Background: an optimization exercise with open tools, aiming at small area, a short achievable clock period and few clock cycles per item. Do not read the settings as production practice. Function was checked by simulation only, so behaviour that the tests miss may differ from the original. The clock port is modelled as an ideal driver; clocking choices that lean on that would not hold on a real chip.

==> flow/design.v (excerpt) <==
module square_root32(
		input wire iCLOCK,
		input wire inRESET,
		input wire iDATA_REQ,
		output wire oDATA_BUSY,
		input wire [31:0] iDATA,
		output wire oDATA_VALID,
		input wire iDATA_BUSY,
		output wire [15:0] oDATA
	);
	reg b_skid_valid;
	reg [15:0] b_skid_data;
	reg b_out_valid;
	reg [15:0] b_out_data;
	wire adv = !b_skid_valid;
	reg b_v1;
	reg b_v2;
	reg b_v3;
	reg b_v4;
	reg b_v5;
	reg b_v6;
	wire [31:0] x0;
	wire [0:0] q1;
	wire [1:0] r1;
	wire [29:0] x1;
	reg [1:0] qn2;
	wire [1:0] q2 = ~qn2;
	reg [2:0] r2;
	reg [27:0] x2;
	wire [2:0] q3;
	wire [3:0] r3;
	wire [25:0] x3;
	wire [3:0] q4;
	wire [4:0] r4;
	wire [23:0] x4;
	wire [4:0] q5;
	wire [5:0] r5;
	wire [21:0] x5;
	reg [5:0] qn6;
	wire [5:0] q6 = ~qn6;
	reg [6:0] r6;
	reg [19:0] x6;
	wire [6:0] q7;
	wire [7:0] r7;
	wire [17:0] x7;
	reg [7:0] qn8;
	wire [7:0] q8 = ~qn8;
	reg [8:0] r8;
	reg [15:0] x8;
	wire [8:0] q9;
	wire [9:0] r9;
	wire [13:0] x9;
	reg [9:0] qn10;
	wire [9:0] q10 = ~qn10;
	reg [10:0] r10;
	reg [11:0] x10;
	wire [10:0] q11;
	wire [11:0] r11;
	wire [9:0] x11;
	reg [11:0] qn12;
	wire [11:0] q12 = ~qn12;
	reg [12:0] r12;
	reg [7:0] x12;
	wire [12:0] q13;
	wire [13:0] r13;
	wire [5:0] x13;
	reg [13:0] qn14;
	wire [13:0] q14 = ~qn14;
	reg [14:0] r14;
	reg [3:0] x14;
	wire [14:0] q15;
	wire [15:0] r15;
	wire [1:0] x15;
	wire [15:0] q16;
	assign x0 = iDATA;
	wire ge0 = (x0[31:30] != 2'b00);
	assign q1 = {ge0};
	assign r1 = (ge0 ? (x0[31:30] - 2'd1) : x0[31:30]);
	assign x1 = x0[29:0];
	wire [3:0] t1 = {r1, x1[29:28]};
	wire [3:0] sn1 = {1'b1, ~q1, 2'b10};
	wire h1_1g = (t1[1] & sn1[1]) | ((t1[1] | sn1[1]) & (t1[0] | sn1[0]));
	wire h1_1p = (t1[1] | sn1[1]) & 1'b0;
	wire h1_2g = (t1[3] & sn1[3]) | ((t1[3] | sn1[3]) & (t1[2] & sn1[2]));
	wire h1_2p = (t1[3] | sn1[3]) & (t1[2] | sn1[2]);
	wire h1_3g = h1_2g | (h1_2p & h1_1g);
	wire h1_3p = h1_2p & h1_1p;
	wire h1_4g = (t1[2] & sn1[2]) | ((t1[2] | sn1[2]) & h1_1g);
	wire h1_4p = (t1[2] | sn1[2]) & h1_1p;
	wire [4:0] d1;
	assign d1[0] = ~(t1[0] ^ sn1[0]);
	assign d1[1] = t1[1] ^ (sn1[1] ^ (t1[0] | sn1[0]));
	assign d1[2] = t1[2] ^ (sn1[2] ^ h1_1g);
	assign d1[3] = t1[3] ^ (sn1[3] ^ h1_4g);
	assign d1[4] = ~h1_3g;
	wire ge1 = !d1[4];
	always @(posedge iCLOCK) begin
		if (adv) begin
			qn2 <= ~{q1, ge1};
			r2 <= (ge1 ? d1[2:0] : t1[2:0]);
			x2 <= x1[27:0];
		end
	end
  ...
export LEC_CHECK = 0
export ABC_AREA = 1
export CAP_MARGIN = 20
export CORE_MARGIN = 2
export CORE_UTILIZATION = 68
export CTS_BUF_LIST = sky130_fd_sc_hd__clkbuf_16
export CTS_CLUSTER_DIAMETER = 80
export CTS_CLUSTER_SIZE = 28
export SLEW_MARGIN = 20
create_clock -name core_clock -period 15.0 [get_ports {iCLOCK}]
standard.sh (not shown) runs the stock make flow with config.mk's settings and CLKGATE_MAP_FILE= SYNTH_SCRIPT=/design/flow/synth_recipe.tcl, a recipe that flattens the netlist after the stock synthesis.
==> flow/flow/run.sh <==
#!/bin/bash
# The standard layout (standard.sh, unchanged synthesis and steps), with:
# - a larger setup margin for ORFS's timing repair, so that repair works
#   towards a shorter achieved period;
# - port buffers of the smallest buffer cell (repair upsizes them as needed);
bash standard.sh SETUP_SLACK_MARGIN=11.05 BUFFER_PORTS_ARGS='-buffer_cell sky130_fd_sc_hd__buf_1' POST_CTS_TCL="$(pwd)/flow/flatten_clk.tcl" finish > standard.log 2>&1
==> flow/flow/flatten_clk.tcl <==
# Remove the clock tree's intermediate level: the root clock buffer then
# drives the leaf clock buffers directly. Every register keeps the same
# number of buffers (two) between the clock port and its clock pin.
set block [ord::get_db_block]
set root [$block findInst clkbuf_0_iCLOCK]
set rootnet [[$root findITerm X] getNet]
set mids {}
foreach it [$rootnet getITerms] {
  set inst [$it getInst]
  if {$inst eq $root} continue
  if {[string match "clkbuf_leaf_*" [$inst getName]]} continue
  lappend mids $inst
}
foreach inst $mids {
  if {![string match "clkbuf_*" [$inst getName]]} { error "unexpected load [$inst getName] on the root clock net" }
  set onet [[$inst findITerm X] getNet]
  set loads {}
  foreach it [$onet getITerms] { if {[$it getInst] ne $inst} { lappend loads $it } }
  set dummies {}
  foreach it $loads {
    if {[string match "clkload*" [[$it getInst] getName]]} { lappend dummies [$it getInst]; continue }
    if {![string match "clkbuf_leaf_*" [[$it getInst] getName]]} { error "unexpected load [[$it getInst] getName]" }
    $it disconnect
    $it connect $rootnet
  }
  puts "flatten_clk: removed [$inst getName], moved [llength $loads] leaf buffers to [$rootnet getName]"
  foreach d $dummies {
    puts "flatten_clk: removed dummy load [$d getName]"
    odb::dbInst_destroy $d
  }
  odb::dbInst_destroy $inst
  odb::dbNet_destroy $onet
}
Testbench counts at the start, summed over its fixed seeds: cycles 12,056, items 12,000.
Next try:
==> flow/flow/run.sh (replaced) <==
#!/bin/bash
# The standard layout (standard.sh, unchanged synthesis and steps), with:
# - a larger setup margin for ORFS's timing repair, so that repair works
#   towards a shorter achieved period;
# - port buffers of the smallest buffer cell (repair upsizes them as needed);
bash standard.sh SETUP_SLACK_MARGIN=10.7 BUFFER_PORTS_ARGS='-buffer_cell sky130_fd_sc_hd__buf_1' POST_CTS_TCL="$(pwd)/flow/flatten_clk.tcl" finish > standard.log 2>&1
--- a/flow/config.mk
+++ b/flow/config.mk
@@ -10,3 +10,3 @@
 export CORE_MARGIN = 2
-export CORE_UTILIZATION = 68
+export CORE_UTILIZATION = 74
 export CTS_BUF_LIST = sky130_fd_sc_hd__clkbuf_16
Routed wire length came out lower by a few percent.
Hold slack is about the same.
Fmax came out higher slightly.
Next try:
==> flow/flow/run.sh (replaced) <==
#!/bin/bash
# The standard layout (standard.sh, unchanged synthesis and steps), with:
# - a larger setup margin for ORFS's timing repair, so that repair works
#   towards a shorter achieved period;
# - port buffers of the smallest buffer cell (repair upsizes them as needed);
bash standard.sh SETUP_SLACK_MARGIN=10.9 BUFFER_PORTS_ARGS='-buffer_cell sky130_fd_sc_hd__buf_1' POST_CTS_TCL="$(pwd)/flow/flatten_clk.tcl" finish > standard.log 2>&1
--- a/flow/config.mk
+++ b/flow/config.mk
@@ -10,3 +10,3 @@
 export CORE_MARGIN = 2
-export CORE_UTILIZATION = 74
+export CORE_UTILIZATION = 80
 export CTS_BUF_LIST = sky130_fd_sc_hd__clkbuf_16
What happened: The new run ran to the end with no violations. Count of clock-buffer cells in the layout drops by 1. Routed wire length grows by 9.4%. Die area came out lower by about 7%. Area after synthesis does not change. First-iteration DRC count grows by 39%. Worst hold slack gains 0.0053 ns. Sequential share of layout area hardly moves. Final area hardly moves. Worst setup slack is better by 0.016 ns.
Next try:
--- a/flow/config.mk
+++ b/flow/config.mk
@@ -10,3 +10,3 @@
 export CORE_MARGIN = 2
-export CORE_UTILIZATION = 80
+export CORE_UTILIZATION = 74
 export CTS_BUF_LIST = sky130_fd_sc_hd__clkbuf_16
=> Utilization falls by 6.5 points. Synthesized cell count does not change. Die area went up by a little under a tenth. Wire length decreases by a little under a tenth. Count of clock-buffer cells in the layout came out higher by 1. Global-route usage decreases by 4.2 points. Flip-flop and latch count is unchanged. Via count decreases by a few percent.

## re-timing with driven ports
Ports are ideal in the flow. The routed layouts listed here were re-timed in OpenROAD.
Step 1 sets driving cells, clkbuf_16 on the clock port and buf_2 on the other inputs (assumed; they add their load-dependent delay and slew).
Step 2 times the ports against the registers' clock, not the clock port: input delays grow and output delays shrink by t, the midpoint of the rising clock arrivals with the driver on.
Slacks: ideal ports / drivers / drivers and shift; pairs: ideal ports / drivers.
run | t, ns | slack for setup (ns) | worst setup path at the end | worst register clock-pin slew, ns | worst data-port slew with drivers (ns)
the first run | 0.481 | 11.017 / 10.970 / 10.926 | input to register | 0.10 / 0.10 | 0.04
the second run | 0.455 | 11.044 / 11.002 / 10.878 | input to register | 0.10 / 0.10 | 0.04
the third run | 0.454 | 11.060 / 11.016 / 10.879 | input to register | 0.11 / 0.11 | 0.04
the fourth run | 0.459 | 11.039 / 10.998 / 10.883 | input to register | 0.11 / 0.11 | 0.04
After both steps every run listed still meets setup and hold. For the third run, which loses most, drivers alone change the setup slack by -0.044 ns; drivers and shift together by -0.181 ns.
